Context: an optimization exercise on an open-source flow, tuned for small area. The choices shown serve that exercise and are no tape-out recipe.
In this exercise RTL edits were held to simulation tests only and were not proved equivalent to the original.
Power and IR drop assume default switching activity.

==> flow/design.v, too long to show whole: its modules and the start of the top module <==
// module line_drawer2: 13 lines
// module LineDrawerCTRL: 44 lines
// module LineDrawerDPTH: 65 lines
// module Animation: 3112 lines
module Animation
#(parameter CLOCKDIV = 18, parameter SQSIZE = 64)
(
    output logic [10:0] x, y, 
    output logic colour, GameClock,
    input logic forceClear,
    input logic clk, rst,
	 input logic [7:0] xin, yin, titlex, titley,
	 input logic [79:0] ex, ey
);
  // ...
==> flow/run.sh <==
#!/bin/bash
# synth_recipe.tcl (not shown) runs the flow's synth.tcl, then flattens the netlist and writes it again
# the make line also repeats each setting of config.mk as NAME=value (left out here)
make -C /OpenROAD-flow-scripts/flow DESIGN_CONFIG=/design/flow/config.mk WORK_HOME=/design/flow/orfs CLKGATE_MAP_FILE= SYNTH_SCRIPT=/design/flow/synth_recipe.tcl finish
==> flow/config.mk <==
export PLATFORM = sky130hd
export DESIGN_NAME = Animation
export DESIGN_NICKNAME = Animation
export VERILOG_FILES = /design/flow/design.v
export SDC_FILE = /design/flow/constraint.sdc
export NUM_CORES = 8
export LEC_CHECK = 0
export CAP_MARGIN = 40
export CORE_MARGIN = 2
export CORE_UTILIZATION = 15
export PLACE_DENSITY = 0.3
export SLEW_MARGIN = 20
==> flow/constraint.sdc <==
create_clock -name core_clock -period 20.0 [get_ports {clk}]
set_input_delay 4.0000 -clock core_clock [delete_from_list [all_inputs] [get_ports {clk}]]
set_output_delay 4.0000 -clock core_clock [all_outputs]
set_load 0.01 [all_outputs]
==> metrics.md, run 1 <==
| Metric | Value |
|---|---|
| Status | `timing/DRC/antenna clean` |
| Multiplexer share of the synthesized area | `1.51%` |
| Main power group | `combinational cells` |
| Setup ws final | `3920 ps` |
| First-pass GRT wire length | `969000 µm` |
| Adder-cell area share of the yosys netlist | `8.25%` |
| Post-route cell area | `65500 µm²` |
| Post-layout util | `19.5%` |
| Clock Pin Slew Worst Setup and Hold Paths | `70 ps` |
| CTS sink cnt | `67` |
| Worst hold endpoint | `FrameClock[0]` |
| Worst skew pair latency | `370 ps` |
| Slowest Stage Delay on Critical Path | `740 ps` |
| Antenna diode count | `180` |
| Fin nets | `8930` |
| Period utilisation layout | `80.4%` |
| Total Wirelength | `790000 µm` |
| Well Taps | `4407` |
| Synth warn | `3` |
| DRT antenna net count | `0` |
| Wire per inst | `60.8 µm` |
| Startpoint types | `input pin` |
| Predominant post-synthesis flop cell | `dfxtp_1` |
| Num CTS Buffers | `9` |
| Most frequent cells in the layout | `855 x buf_4, 727 x nor2_1, 692 x nand2_1` |
| PortBufs | `218` |
| Layout cells sized above 1 | `17.0%` |
| Synth Area in Simple Gates | `27.8%` |
| Hold-fix buffers, CTS | `0` |
| Cell Area, Placed | `64000 µm²` |
==> module line_drawer2, before the edit <==
module line_drawer2
(
	output logic [10:0] x, y,
    output logic done, colour,
	input logic [10:0] x0, y0, x1, y1,
    input logic start, clear,
	input logic clk, reset
);
    logic initRegs, doClear, doLoop;
    logic loopFinished;
    LineDrawerCTRL CTRL(.done, .colour, .initRegs, .doClear, .doLoop, .start, .clear, .loopFinished, .clk, .reset);
    LineDrawerDPTH DPTH(.x, .y, .loopFinished, .x0, .y0, .x1, .y1, .initRegs, .doClear, .doLoop, .clk, .reset);
endmodule
==> inputs of run 2 (changes only) <==
==> flow/design.v (replaced) <==
module line_drawer2
(
    output logic [8:0] px, py,
    output logic on,
    input logic show, clk, active,
    input logic [5:0] c,
    input logic load, vis, xmaj, sx, sy,
    input logic [5:0] n, m,
    input logic [8:0] bx, by
);
    logic signed [6:0] h;
    logic minor, xs, ys, fwd, upd, back, step, dx, dy;
    logic [6:0] c1, n1, n2;
    assign c1 = {1'b0, c};
    assign n1 = {1'b0, n} + 7'd1;
    assign n2 = {1'b0, n} + 7'd2;
    assign minor = h[6];
    assign xs = xmaj | minor;
    assign ys = ~xmaj | minor;
    assign fwd = (c != 6'd0) & (c1 <= n1);
    assign upd = (c != 6'd0) & (c1 <= {1'b0, n});
    assign back = (c1 == n2);
    assign dx = sx ^ back;
    assign dy = sy ^ back;
    assign on = active & vis & show & (c != 6'd0);
    always_ff @(posedge clk)
        if (active) begin
            if (c == 6'd0) begin
                h <= 7'(({1'b0, n} + 7'd1) >> 1) - 7'({1'b0, m}) - 7'd1;
                if (load) begin
                    px <= bx;
                    py <= by;
                end
            end else begin
                if (upd) h <= h + (minor ? 7'({1'b0, n}) : 7'd0) - 7'({1'b0, m});
                if ((fwd | back) & xs) px <= dx ? px + 9'd1 : px - 9'd1;
                if ((fwd | back) & ys) py <= dy ? py + 9'd1 : py - 9'd1;
            end
        end
endmodule
module Animation
(
    output logic [10:0] x, y,
    output logic colour, GameClock,
    input logic forceClear,
    input logic clk, rst,
    input logic [7:0] xin, yin, titlex, titley,
    input logic [79:0] ex, ey
);
    logic [17:0] FrameClock;    
    logic first;                
    always_ff @(posedge clk)
        if (rst) begin
            FrameClock <= '0;
            first <= 1'b1;
        end else begin
            FrameClock <= FrameClock[17] ? 18'd0 : FrameClock + 18'd1;
            if (FrameClock[17]) first <= 1'b0;
        end
    assign GameClock = FrameClock[17];
    logic [8:0] cx;
    logic [7:0] cy;
    logic drawing, show, border;
    assign cx = FrameClock[16:8];
    assign cy = FrameClock[7:0];
    assign drawing = ~FrameClock[17] & FrameClock[16] & (FrameClock[15] | FrameClock[14]);
    assign show = first | ~forceClear;
    assign border = (cx == 9'd0) | (cx == 9'd200) | (cx == 9'd319) | (cy == 8'd0) | (cy == 8'd239);
    logic [19:0] w;
    always_comb begin
        case (FrameClock[15:6])
            10'd256: w = 20'ha0a2d;
            10'd257: w = 20'h49405;
            10'd258: w = 20'h01405;
            10'd259: w = 20'h71405;
            10'd260: w = 20'h09405;
            10'd261: w = 20'h61405;
            10'd262: w = 20'h31405;
            10'd263: w = 20'h41405;
            10'd264: w = 20'ha0a2d;
            10'd265: w = 20'h49405;
            10'd266: w = 20'h01405;
            10'd267: w = 20'h71405;
            10'd268: w = 20'h09405;
            10'd269: w = 20'h61405;
            10'd270: w = 20'h31405;
            10'd271: w = 20'h41405;
            10'd272: w = 20'ha0a2d;
            10'd273: w = 20'h49405;
            10'd274: w = 20'h01405;
            10'd275: w = 20'h71405;
            10'd276: w = 20'h09405;
            10'd277: w = 20'h61405;
            10'd278: w = 20'h31405;
            10'd279: w = 20'h41405;
            10'd280: w = 20'ha0a2d;
            10'd281: w = 20'h49405;
            10'd282: w = 20'h01405;
            10'd283: w = 20'h71405;
            10'd284: w = 20'h09405;
            10'd285: w = 20'h61405;
            10'd286: w = 20'h31405;
            10'd287: w = 20'h41405;
            10'd288: w = 20'ha0a2d;
            10'd289: w = 20'h49405;
            10'd290: w = 20'h01405;
            10'd291: w = 20'h71405;
            10'd292: w = 20'h09405;
            10'd293: w = 20'h61405;
            10'd294: w = 20'h31405;
            10'd295: w = 20'h41405;
            10'd296: w = 20'ha0a2d;
            10'd297: w = 20'h49405;
            10'd298: w = 20'h01405;
            10'd299: w = 20'h71405;
            10'd300: w = 20'h09405;
            10'd301: w = 20'h61405;
            10'd302: w = 20'h31405;
            10'd303: w = 20'h41405;
            10'd304: w = 20'ha0a2d;
            10'd305: w = 20'h49405;
            10'd306: w = 20'h01405;
            10'd307: w = 20'h71405;
            10'd308: w = 20'h09405;
            10'd309: w = 20'h61405;
            10'd310: w = 20'h31405;
            10'd311: w = 20'h41405;
            10'd312: w = 20'ha0a2d;
            10'd313: w = 20'h49405;
            10'd314: w = 20'h01405;
            10'd315: w = 20'h71405;
            10'd316: w = 20'h09405;
            10'd317: w = 20'h61405;
            10'd318: w = 20'h31405;
            10'd319: w = 20'h41405;
            10'd320: w = 20'hcbc00;
            10'd321: w = 20'h79450;
            10'd322: w = 20'h71000;
            10'd323: w = 20'h71450;
            10'd324: w = 20'h43c00;
            10'd325: w = 20'h30800;
            10'd326: w = 20'h5d038;
            10'd327: w = 20'h55038;
            10'd328: w = 20'h5d038;
            10'd329: w = 20'h55038;
            10'd330: w = 20'h0e558;
            10'd331: w = 20'h4a800;
            10'd332: w = 20'h71600;
            10'd333: w = 20'h30800;
            10'd334: w = 20'h71600;
            10'd335: w = 20'h19448;
            10'd336: w = 20'h4a800;
            10'd337: w = 20'h01448;
            10'd338: w = 20'h61600;
            10'd339: w = 20'h49400;
            10'd340: w = 20'h30200;
            10'd341: w = 20'h71400;
            10'd342: w = 20'h09400;
            10'd343: w = 20'h4a800;
            10'd344: w = 20'h21600;
            10'd345: w = 20'h42800;
            10'd346: w = 20'h5a858;
            10'd347: w = 20'h29650;
            10'd348: w = 20'h71600;
            10'd349: w = 20'h19438;
            10'd350: w = 20'h70a00;
            10'd351: w = 20'h09440;
            10'd352: w = 20'h52828;
            10'd353: w = 20'h5a830;
            10'd354: w = 20'h12820;
            10'd355: w = 20'h4a800;
            10'd356: w = 20'h02800;
            10'd357: w = 20'h5a858;
            10'd358: w = 20'h02800;
            10'd359: w = 20'h4a800;
            10'd360: w = 20'h04a78;
            10'd361: w = 20'h48e00;
            10'd362: w = 20'h01a00;
            10'd363: w = 20'h40e30;
            10'd364: w = 20'h48e28;
            10'd365: w = 20'h48c00;
            10'd366: w = 20'h58e28;
            10'd367: w = 20'h50e30;
            10'd368: w = 20'h60c00;
            10'd369: w = 20'h2a888;
            10'd370: w = 20'h4a800;
            10'd371: w = 20'h01400;
            10'd372: w = 20'h71600;
            10'd373: w = 20'h22a50;
            10'd374: w = 20'h4a800;
            10'd375: w = 20'h20400;
            10'd376: w = 20'h70800;
            10'd377: w = 20'h22250;
            10'd378: w = 20'h49400;
            10'd379: w = 20'h02828;
            10'd380: w = 20'h59428;
            10'd381: w = 20'h51430;
            10'd382: w = 20'h30e00;
            10'd383: w = 20'h70800;
            10'd384: w = 20'h01438;
            10'd385: w = 20'h52828;
            10'd386: w = 20'h5a830;
            10'd387: w = 20'h01440;
            10'd388: w = 20'h70a00;
            10'd389: w = 20'h21850;
            10'd390: w = 20'h4a800;
            10'd391: w = 20'h21650;
            10'd392: w = 20'h71600;
            10'd393: w = 20'h21650;
            10'd394: w = 20'h4a800;
            10'd395: w = 20'h02878;
            10'd396: w = 20'h71600;
            10'd397: w = 20'h4a858;
            10'd398: w = 20'h71600;
            10'd399: w = 20'h16420;
            10'd400: w = 20'h71600;
            10'd401: w = 20'h49400;
            10'd402: w = 20'h61600;
            10'd403: w = 20'h49400;
            10'd404: w = 20'h71600;
            10'd405: w = 20'h12820;
            10'd406: w = 20'h71600;
            10'd407: w = 20'h4a800;
            10'd408: w = 20'h61600;
            10'd409: w = 20'h42800;
            10'd410: w = 20'h31e00;
            10'd411: w = 20'h71600;
            10'd412: w = 20'h49408;
            10'd413: w = 20'h03cc8;
            10'd414: w = 20'h71600;
            10'd415: w = 20'h30800;
            10'd416: w = 20'h71600;
            10'd417: w = 20'h11420;
            10'd418: w = 20'h71600;
            10'd419: w = 20'h4a820;
            10'd420: w = 20'h12868;
            10'd421: w = 20'h4a800;
            10'd422: w = 20'h246a0;
            10'd423: w = 20'h71600;
            10'd424: w = 20'h4a800;
            10'd425: w = 20'h234a0;
            10'd426: w = 20'h71600;
            10'd427: w = 20'h23400;
            10'd428: w = 20'h4a800;
            10'd429: w = 20'h71600;
            10'd430: w = 20'h02858;
            10'd431: w = 20'h71600;
            10'd432: w = 20'h23400;
            10'd433: w = 20'h4a800;
            10'd434: w = 20'h71600;
            10'd435: w = 20'h21650;
            10'd436: w = 20'h71000;
            10'd437: w = 20'h01440;
            10'd438: w = 20'h71600;
            10'd439: w = 20'he0001;
            10'd440: w = 20'h28209;
            10'd441: w = 20'h49021;
            10'd442: w = 20'h38409;
            10'd443: w = 20'h78209;
            10'd444: w = 20'h48601;
            10'd445: w = 20'h20209;
            10'd446: w = 20'h48c01;
            10'd447: w = 20'h20201;
            10'd448: w = 20'h60001;
            10'd449: w = 20'h38619;
            10'd450: w = 20'h48201;
            10'd451: w = 20'h28209;
            10'd452: w = 20'h48801;
            10'd453: w = 20'h28209;
            10'd454: w = 20'h48201;
            10'd455: w = 20'h30409;
            10'd456: w = 20'h48401;
            10'd457: w = 20'h30411;
            10'd458: w = 20'h48201;
            10'd459: w = 20'h30409;
            10'd460: w = 20'h48201;
            10'd461: w = 20'h00c19;
            10'd462: w = 20'h48a01;
            10'd463: w = 20'h10a11;
            10'd464: w = 20'h48801;
            10'd465: w = 20'h00c09;
            10'd466: w = 20'h48201;
            10'd467: w = 20'h10819;
            10'd468: w = 20'h60001;
            10'd469: w = 20'h00c09;
            10'd470: w = 20'h48c01;
            10'd471: w = 20'h01221;
            10'd472: w = 20'h48401;
            10'd473: w = 20'h10409;
            10'd474: w = 20'h49601;
            10'd475: w = 20'h11609;
            10'd476: w = 20'h48401;
            10'd477: w = 20'h30411;
            10'd478: w = 20'h68209;
            10'd479: w = 20'h48601;
            10'd480: w = 20'h01a09;
            10'd481: w = 20'h59021;
            10'd482: w = 20'h01629;
            10'd483: w = 20'h68821;
            10'd484: w = 20'h30821;
            10'd485: w = 20'h78821;
            10'd486: w = 20'h00e31;
            10'd487: w = 20'h48c19;
            10'd488: w = 20'h30e31;
            10'd489: w = 20'h58c19;
            10'd490: w = 20'h01231;
            10'd491: w = 20'h70401;
            10'd492: w = 20'h00819;
            10'd493: w = 20'h68821;
            10'd494: w = 20'h78619;
            10'd495: w = 20'h70c01;
            10'd496: w = 20'h00e09;
            10'd497: w = 20'h78821;
            10'd498: w = 20'h68619;
            10'd499: w = 20'h01619;
            10'd500: w = 20'h48e11;
            10'd501: w = 20'h10e11;
            10'd502: w = 20'h58e11;
            10'd503: w = 20'hf5002;
            10'd504: w = 20'h75002;
            10'd505: w = 20'h2bcf2;
            10'd506: w = 20'h5282a;
            10'd507: w = 20'h5a82a;
            10'd508: w = 20'h5282a;
            10'd509: w = 20'h5a82a;
            10'd510: w = 20'h39452;
            10'd511: w = 20'h45002;
            10'd512: w = 20'h2c0f2;
            10'd513: w = 20'h42802;
            10'd514: w = 20'h22402;
            10'd515: w = 20'h72402;
            10'd516: w = 20'h22402;
            10'd517: w = 20'h4a802;
            10'd518: w = 20'h32402;
            10'd519: w = 20'h62402;
            10'd520: w = 20'h228a2;
            10'd521: w = 20'h4a802;
            10'd522: w = 20'h01e02;
            10'd523: w = 20'h7242a;
            10'd524: w = 20'h23852;
            10'd525: w = 20'h4d002;
            10'd526: w = 20'h37a02;
            10'd527: w = 20'h32602;
            10'd528: w = 20'h65002;
            10'd529: w = 20'h65002;
            10'd530: w = 20'hf4603;
            10'd531: w = 20'h74603;
            10'd532: w = 20'h2bc53;
            10'd533: w = 20'h4a803;
            10'd534: w = 20'h0a253;
            10'd535: w = 20'h6143b;
            10'd536: w = 20'h6943b;
            10'd537: w = 20'h48c03;
            10'd538: w = 20'h7943b;
            10'd539: w = 20'h7143b;
            10'd540: w = 20'h48e03;
            10'd541: w = 20'h00e03;
            10'd542: w = 20'h61403;
            10'd543: w = 20'h3a83b;
            10'd544: w = 20'h52853;
            10'd545: w = 20'h5a853;
            10'd546: w = 20'h39453;
            10'd547: w = 20'h44603;
            10'd548: w = 20'h44603;
            10'd549: w = 20'h2bc53;
            10'd550: w = 20'h7a81b;
            10'd551: w = 20'h48803;
            10'd552: w = 20'h6a81b;
            10'd553: w = 20'h23c53;
            10'd554: w = 20'h72803;
            10'd555: w = 20'h22803;
            10'd556: w = 20'h4a803;
            10'd557: w = 20'h01403;
            10'd558: w = 20'h72803;
            10'd559: w = 20'h23ca3;
            10'd560: w = 20'h4c603;
            10'd561: w = 20'h4c603;
            10'd562: w = 20'h35aa3;
            10'd563: w = 20'h71403;
            10'd564: w = 20'h1a87b;
            10'd565: w = 20'h64603;
            10'd566: w = 20'h64603;
            10'd567: w = 20'hb0404;
            10'd568: w = 20'h4a804;
            10'd569: w = 20'h01004;
            10'd570: w = 20'h72064;
            10'd571: w = 20'h2984c;
            10'd572: w = 20'h7985c;
            10'd573: w = 20'h11c64;
            10'd574: w = 20'h49c04;
            10'd575: w = 20'h39854;
            10'd576: w = 20'h4a804;
            10'd577: w = 20'h09404;
            10'd578: w = 20'h74804;
            10'd579: w = 20'h4a804;
            10'd580: w = 20'h63c04;
            10'd581: w = 20'h4a804;
            10'd582: w = 20'h60c04;
            10'd583: w = 20'h45004;
            10'd584: w = 20'h38c34;
            10'd585: w = 20'h73004;
            10'd586: w = 20'h49004;
            10'd587: w = 20'h63004;
            10'd588: w = 20'h41004;
            10'd589: w = 20'h234bc;
            10'd590: w = 20'h7903c;
            10'd591: w = 20'h7103c;
            10'd592: w = 20'h61034;
            10'd593: w = 20'h69034;
            10'd594: w = 20'h00c04;
            10'd595: w = 20'h7103c;
            10'd596: w = 20'h7903c;
            10'd597: w = 20'h49a04;
            10'd598: w = 20'h11e24;
            10'd599: w = 20'h7202c;
            10'd600: w = 20'h31804;
            10'd601: w = 20'h48404;
            10'd602: w = 20'h08804;
            10'd603: w = 20'h49c04;
            10'd604: w = 20'h1b064;
            10'd605: w = 20'h49804;
            10'd606: w = 20'h7a474;
            10'd607: w = 20'h71844;
            10'd608: w = 20'h49004;
            10'd609: w = 20'h70c04;
            10'd610: w = 20'h42804;
            10'd611: w = 20'h62404;
            10'd612: w = 20'h48c04;
            10'd613: w = 20'h71804;
            10'd614: w = 20'h69844;
            10'd615: w = 20'h61844;
            10'd616: w = 20'h41804;
            10'd617: w = 20'h71844;
            10'd618: w = 20'h7a444;
            10'd619: w = 20'h40c04;
            10'd620: w = 20'h62444;
            10'd621: w = 20'h6a474;
            10'd622: w = 20'h13ea4;
            10'd623: w = 20'h7903c;
            10'd624: w = 20'h7103c;
            10'd625: w = 20'h61034;
            10'd626: w = 20'h69034;
            10'd627: w = 20'h00c24;
            10'd628: w = 20'h6103c;
            10'd629: w = 20'h6903c;
            10'd630: w = 20'h7a034;
            10'd631: w = 20'h6903c;
            10'd632: w = 20'h6103c;
            10'd633: w = 20'h32834;
            10'd634: w = 20'h7103c;
            10'd635: w = 20'h7903c;
            10'd636: w = 20'h49a04;
            10'd637: w = 20'h12864;
            10'd638: w = 20'h68a2c;
            10'd639: w = 20'h01e1c;
            10'd640: w = 20'h52824;
            10'd641: w = 20'h5a824;
            10'd642: w = 20'h52844;
            10'd643: w = 20'h5a824;
            10'd644: w = 20'h01a04;
            10'd645: w = 20'h7103c;
            10'd646: w = 20'h7903c;
            10'd647: w = 20'h69034;
            10'd648: w = 20'h61034;
            10'd649: w = 20'h48c04;
            10'd650: w = 20'h7903c;
            10'd651: w = 20'h7103c;
            10'd652: w = 20'h0b004;
            10'd653: w = 20'h6103c;
            10'd654: w = 20'h6903c;
            10'd655: w = 20'h7a034;
            10'd656: w = 20'h6903c;
            10'd657: w = 20'h6103c;
            10'd658: w = 20'h25124;
            10'd659: w = 20'h7103c;
            10'd660: w = 20'h7903c;
            10'd661: w = 20'h49a04;
            10'd662: w = 20'h2203c;
            10'd663: w = 20'h71034;
            10'd664: w = 20'h79034;
            10'd665: w = 20'h6903c;
            10'd666: w = 20'h6103c;
            10'd667: w = 20'h00c24;
            10'd668: w = 20'h6103c;
            10'd669: w = 20'h6903c;
            10'd670: w = 20'h7a034;
            10'd671: w = 20'h6903c;
            10'd672: w = 20'h6103c;
            10'd673: w = 20'h2183c;
            10'd674: w = 20'h49c04;
            10'd675: w = 20'h02804;
            10'd676: w = 20'h48404;
            10'd677: w = 20'h23814;
            10'd678: w = 20'h4a804;
            10'd679: w = 20'h01e04;
            10'd680: w = 20'h7202c;
            10'd681: w = 20'h23804;
            10'd682: w = 20'h48404;
            10'd683: w = 20'h0e0e4;
            10'd684: w = 20'h52824;
            10'd685: w = 20'h5a824;
            10'd686: w = 20'h52824;
            10'd687: w = 20'h5a824;
            10'd688: w = 20'h2a054;
            10'd689: w = 20'h74804;
            10'd690: w = 20'h48c04;
            10'd691: w = 20'h63c04;
            10'd692: w = 20'h49004;
            10'd693: w = 20'h73c04;
            10'd694: w = 20'h48c04;
            10'd695: w = 20'h63c04;
            10'd696: w = 20'h4a804;
            10'd697: w = 20'h60c04;
            10'd698: w = 20'h45004;
            10'd699: w = 20'h1e524;
            10'd700: w = 20'h4a804;
            10'd701: w = 20'h2202c;
            10'd702: w = 20'h7102c;
            10'd703: w = 20'h7902c;
            10'd704: w = 20'h6902c;
            10'd705: w = 20'h6102c;
            10'd706: w = 20'h2202c;
            10'd707: w = 20'h71004;
            10'd708: w = 20'h29854;
            10'd709: w = 20'h52844;
            10'd710: w = 20'h5a844;
            10'd711: w = 20'h330a4;
            10'd712: w = 20'h5a844;
            10'd713: w = 20'h52844;
            10'd714: w = 20'h18e24;
            10'd715: w = 20'h7103c;
            10'd716: w = 20'h7903c;
            10'd717: w = 20'h69034;
            10'd718: w = 20'h61034;
            10'd719: w = 20'h48c04;
            10'd720: w = 20'h7903c;
            10'd721: w = 20'h7103c;
            10'd722: w = 20'h11a24;
            10'd723: w = 20'h4a804;
            10'd724: w = 20'h02804;
            10'd725: w = 20'h5a884;
            10'd726: w = 20'h11a44;
            10'd727: w = 20'h71004;
            10'd728: w = 20'h00e24;
            10'd729: w = 20'h4a804;
            10'd730: w = 20'h70804;
            10'd731: w = 20'h02884;
            10'd732: w = 20'h4a804;
            10'd733: w = 20'h330a4;
            10'd734: w = 20'h4a804;
            10'd735: w = 20'h72004;
            10'd736: w = 20'h11e24;
            10'd737: w = 20'h7202c;
            10'd738: w = 20'h18e24;
            10'd739: w = 20'h7103c;
            10'd740: w = 20'h7903c;
            10'd741: w = 20'h69034;
            10'd742: w = 20'h61034;
            10'd743: w = 20'h48c04;
            10'd744: w = 20'h7903c;
            10'd745: w = 20'h7103c;
            10'd746: w = 20'h2486c;
            10'd747: w = 20'h4a804;
            10'd748: w = 20'h02824;
            10'd749: w = 20'h4a804;
            10'd750: w = 20'h03c84;
            10'd751: w = 20'h70c04;
            10'd752: w = 20'h51a24;
            10'd753: w = 20'h7a014;
            10'd754: w = 20'h59624;
            10'd755: w = 20'h70c04;
            10'd756: w = 20'h45094;
            10'd757: w = 20'h4d094;
            10'd758: w = 20'h12264;
            10'd759: w = 20'h71804;
            10'd760: w = 20'h42234;
            10'd761: w = 20'h4a234;
            default: w = 20'h00000;
        endcase
    end
    logic load, vis, xmaj, sx, sy;
    logic [5:0] n, m;
    logic [2:0] grp;
    assign {load, vis, xmaj, sx, sy, n, m, grp} = w;
    logic [7:0] bx, by;
    logic [2:0] k;
    assign k = FrameClock[11:9];
    always_comb begin
        case (grp)
            3'd0: begin bx = 8'd230; by = 8'd40; end
            3'd1: begin bx = xin; by = yin; end
            3'd2: begin bx = ex[8*9 +: 8]; by = ey[8*9 +: 8]; end
            3'd3: begin bx = ex[8*0 +: 8]; by = ey[8*0 +: 8]; end
            3'd4: begin bx = titlex; by = titley; end
            default: begin bx = ex[8*k + 8 +: 8]; by = ey[8*k + 8 +: 8]; end
        endcase
    end
    logic [8:0] px, py;
    logic on;
    line_drawer2 pen(.px, .py, .on, .show, .clk, .active(drawing), .c(FrameClock[5:0]),
                     .load, .vis, .xmaj, .sx, .sy, .n, .m, .bx({1'b0, bx}), .by({1'b0, by}));
    always_comb begin
        if (on) begin
            x = {2'b00, px};
            y = {2'b00, py};
            colour = 1'b1;
        end else begin
            x = {2'b00, cx};
            y = {2'b00, FrameClock[17], cy};
            colour = border & show;
        end
    end
endmodule
==> flow/config.mk (replaced) <==
export PLATFORM = sky130hd
export DESIGN_NAME = Animation
export DESIGN_NICKNAME = Animation
export VERILOG_FILES = /design/flow/design.v
export SDC_FILE = /design/flow/constraint.sdc
export NUM_CORES = 8
export LEC_CHECK = 0
export ABC_AREA = 1
export CAP_MARGIN = 40
export CORE_MARGIN = 2
export CORE_UTILIZATION = 15
export PLACE_DENSITY = 0.3
export SLEW_MARGIN = 20
export SYNTH_MEMORY_MAX_BITS = 65536
==> run 2 against run 1 <==
Effect of this change: sequential power shrank 55%; area after synthesis decreased by 75%; setup slack improved by 6000 ps; cell area fell by 76%; critical path depth down 36; synthesized cell count fell by 70%; still clean on timing, DRC and antenna; total power fell by 93%; die area down 75%.
==> metrics.md, run 2 <==
| Metric | Value |
|---|---|
| Hold path depth | `2 (was 1)` |
| Wire per inst | `29.3 µm (was 60.8 µm)` |
| Predominant post-synthesis flop cell | `dfxtp_1 (unchanged)` |
| Slew HR | `44.8% (was 12.5%)` |
| Number of synthesized register bits | `64 (was 67)` |
| Cell variety after synth | `56 (was 135)` |
| Most frequent cells in the layout | `727 x nand2_1, 247 x nor2_1, 239 x nand3_1 (was 855 x buf_4, 727 x nor2_1, 692 x nand2_1)` |
| Worst skew pair latency | `350 ps (was 370 ps)` |
| Ys async rst share | `0% (unchanged)` |
| Max_cap viols | `0 (unchanged)` |
| Post-layout util | `19.6% (was 19.5%)` |
| Num CTS Buffers | `9 (unchanged)` |
| Slowest Stage Delay on Critical Path | `570 ps (was 740 ps)` |
| Fin nets | `2729 (was 8930)` |
| Total Wirelength | `104000 µm (was 790000 µm)` |
| Fmax | `0.0989 GHz (was 0.0622 GHz)` |
| Crit path max-delay cell type | `clkdlybuf4s50_1 (was clkinv_1)` |
| Worst EP arrival | `6110 ps (was 16360 ps)` |
| Fillers | `9702 (was 38.5k)` |
| Hold Crit Class | `flop to flop (unchanged)` |
| Top cell type's share of synthesized area | `22.0% (was 8.29%)` |
| Sequential-to-total area share from yosys stat | `12.3% (was 2.95%)` |
| Final non-filler cell total | `3551 (was 13.0k)` |
| Clock root buffer | `clkbuf_16 (unchanged)` |
| Worst R2R End | `w[10] (was lines.DPTH.x[8])` |
| CTS tree | `yes (unchanged)` |
| Reg2reg start | `FrameClock[9] (was Present[6])` |
| Final Max Slew Viols | `0 (unchanged)` |
| HPWL Detailed | `80200 µm (was 632000 µm)` |
| CTS Buffer Depth | `2 (unchanged)` |
| Worst path required time | `16000 ps (was 20280 ps)` |
| DR pass1 iterations | `5 (was 12)` |
| First-pass GRT wire length | `144000 µm (was 969000 µm)` |
| Largest net degree at the start of global routing | `66 (was 95)` |
| TNS Setup | `0 ps (unchanged)` |
| Total power | `0.377 mW (was 5.36 mW)` |
| Min Tclk post-route | `10110 ps (was 16080 ps)` |
| Setup violations, final | `0 (unchanged)` |
| Total core area | `82000 µm² (was 336000 µm²)` |
| Status | `timing/DRC/antenna clean (unchanged)` |
| Worst-margin pin slew | `818 ps (was 1310 ps)` |
| Row count | `105 (was 213)` |
| Postcts setup bufs | `0 (unchanged)` |
| Post_cts resized | `0 (unchanged)` |
| DR iter-0 viols | `2004 (was 16.7k)` |
| Hold-fix buffers, CTS | `0 (unchanged)` |
| Vias/cell | `5.12 (was 6.75)` |
| Reg2reg path depth | `17 (was 45)` |
| CTS sink cnt | `64 (was 67)` |
| Total number of vias | `18.2k (was 87.8k)` |
| Initial antenna violation count | `4 (was 185)` |
| Worst R2R Setup Slack | `14640 ps (was 6080 ps)` |
| Top post-synthesis cells by count | `727 x nand2_1, 248 x nor2_1, 240 x nand3_1 (was 754 x nor2_1, 696 x nand2_1, 623 x a21oi_1)` |
| Power density over the cells | `23.5 nW/µm² (was 82.0 nW/µm²)` |
| Synth warn | `2 (was 3)` |
| Post-Syn Area | `12400 µm² (was 50500 µm²)` |
| Placed insts | `3531 (was 12.8k)` |
| Most common cell after layout, fill and taps aside | `nand2_1 (was buf_4)` |
| Critical path fanouts, max | `19 (was 17)` |
| Die Ht | `292 µm (was 584 µm)` |
| Dominant cells by area after synthesis | `nand2_1 22%, nand3_1 9.7%, o21ai_0 8.3% (was xnor2_1 8.3%, ha_1 7.8%, a21oi_1 6.2%)` |
| Layout Skew | `8.15 ps (was 12.6 ps)` |
| Post-synth EDFFs | `25 (was 15)` |
| Pleak | `6.71 nW (was 23.5 nW)` |
| Count leader, synth | `nand2_1 (was nor2_1)` |
| Most common cell on crit path | `clkdlybuf4s50_1 (was a21oi_1)` |
| Die W | `292 µm (was 584 µm)` |
| Vias in the first global route | `17.7k (was 77.0k)` |
| PortBufs | `214 (was 218)` |
| Max reg flops | `20 (was 18)` |
| GP Congestion | `1.01 (was 1.14)` |
| Unrepaired setup endpoints after global routing | `false (unchanged)` |
| Kind of end point of the critical path | `output pin (was flop)` |
| Die ar. | `85100 µm² (was 341000 µm²)` |
| Gate Count Post-Synth | `2320 (was 7844)` |
| Post-route DRC | `0 (unchanged)` |
| Layout cells sized above 1 | `5.69% (was 17.0%)` |
| Clock Pin Slew Worst Setup and Hold Paths | `60 ps (was 70 ps)` |
| Final hold vios | `0 (unchanged)` |
| Post-synth top area cell | `nand2_1 (was xnor2_1)` |
| Startpoint types | `input pin (unchanged)` |
| Period utilisation layout | `50.6% (was 80.4%)` |
| Synth-to-layout area growth | `29.1% (was 29.6%)` |
| Syn Area/Cell | `5.35 µm² (was 6.44 µm²)` |
| Worst hold endpoint | `first (was FrameClock[0])` |
| Peak supply drop | `0.0000253 V (was 0.000140 V)` |
| Kind of critical path | `input pin to output pin (was input pin to flop)` |
| I/O pins | `219 (unchanged)` |
| Hold Startpoint | `first (was FrameClock[0])` |
| H-tree Lvls | `3 (unchanged)` |
| Worst-path cell chain | `clkdlybuf4s50_1, nand2_1, nand4_1, buf_6, o21ai_0, clkdlybuf4s50_1` |
| Congestion Overflow GR | `0 (unchanged)` |
| GRT Util Overall | `23.7% (was 44.4%)` |
| Starting Density | `15.1% (was 15.0%)` |
| DRT antenna net count | `0 (unchanged)` |
-- run 2: changes by cell type after synthesis, moves of 322 or more --
| cell | change |
|---|---|
| o21ai_0 | -333 |
| clkbuf_1 | -376 |
| xnor2_1 | -477 |
| a21oi_1 | -498 |
| nor2_1 | -506 |
| o22ai_1 | -322 |
-- run 2: area by class of cell --
| class | instances | area, µm² | area share, % |
|---|---|---|---|
| antenna | 3 | 7.51 | 0.0468 |
| clock inverter | 7 | 46.3 | 0.289 |
| timing repair buffer | 262 | 2540 | 15.9 |
| inverter | 220 | 826 | 5.15 |
| multi-input combinational | 1916 | 9510 | 59.3 |
| clock buffer | 9 | 225 | 1.41 |
| sequential | 64 | 1530 | 9.56 |
| tap | 1070 | 1340 | 8.35 |
-- run 2: worst max-delay path: cells and delay by family --
kind            cells  cell delay, ps
simple gates        2             570
buf+inv             3            1340
compound gates      1             200
-- run 2: cell families after synthesis --
| logic type | Yosys count | synth area share [%] |
|---|---|---|
| AOI/OAI and AO/OA | 498 | 22.4 |
| buffers and inverters | 343 | 11.4 |
| and+or+nand+nor | 1337 | 46.1 |
| muxes | 1 | 0.0806 |
| other | 1 | 0.0302 |
| adders and majority gates | 61 | 6.57 |
| DFF | 64 | 12.3 |
| xor gates and xnor gates | 15 | 1.06 |
-- run 2: power breakdown --
group | leakage (nW) | total, mW | internal, mW | switching (mW)
Sequential | 0.540 | 0.139 | 0.137 | 0.00150
Combinational | 6.04 | 0.0867 | 0.0479 | 0.0388
Clock | 0.136 | 0.152 | 0.0840 | 0.0678
-- run 2: how the worst max path moves through the flow --
stage / from / end / slack, ps / cells past startpoint
global placement: forceClear / y[7] / 9620 / 5
floorplan: forceClear / x[3] / 11180 / 4
finish: forceClear / x[6] / 9890 / 6
detailed placement: forceClear / x[6] / 9860 / 6
CTS: forceClear / x[6] / 9850 / 6
global route: forceClear / x[6] / 9660 / 6
-- run 2: metal layers --
metal	GRT usage [%]	vias up	part of all wire, %
met5	0	-	0.011
met4	11.7	2	5.7
met3	3.10	255	7.0
met2	37.2	1076	44
met1	31.8	8800	44
li1	-	8060	-
-- run 2: per-stage QoR --
stage	setup WS (ps)	hold WS, ps	cell area, µm²
after floorplan	11180	430	12400
after global placement	9620	453	15600
after detailed placement	9860	461	15700
after CTS	9850	470	16000
after global routing	9660	484	16000
final	9890	469	16000

afterwards: timing with drivers on the ports:
How much do the figures lean on ideal ports? The routed layouts below were timed once more, with nothing changed but the port constraints. Step 1: set_driving_cell puts a clkbuf_16 on clk and a buf_2 on each other input, an assumption about the parent block. Step 2 times the ports against the registers' clock, not the clock port: input delays grow and output delays shrink by t, the midpoint of the rising clock arrivals with the driver on. Three values: ideal, step 1, step 2; two values: the first two.
| run | t (ns) | setup WS [ns] | clock arrival spread, ns |
|---|---|---|---|
| run 1 | 0.401 | 3.917 / 3.933 / 3.532 | 0.012 / 0.013 |
| run 2 | 0.395 | 9.885 / 9.850 / 9.850 | 0.008 / 0.008 |
After both steps every run listed still meets setup and hold. The setup slack of run 1, which loses most, moves by +0.016 ns with the drivers and by -0.385 ns with both steps.
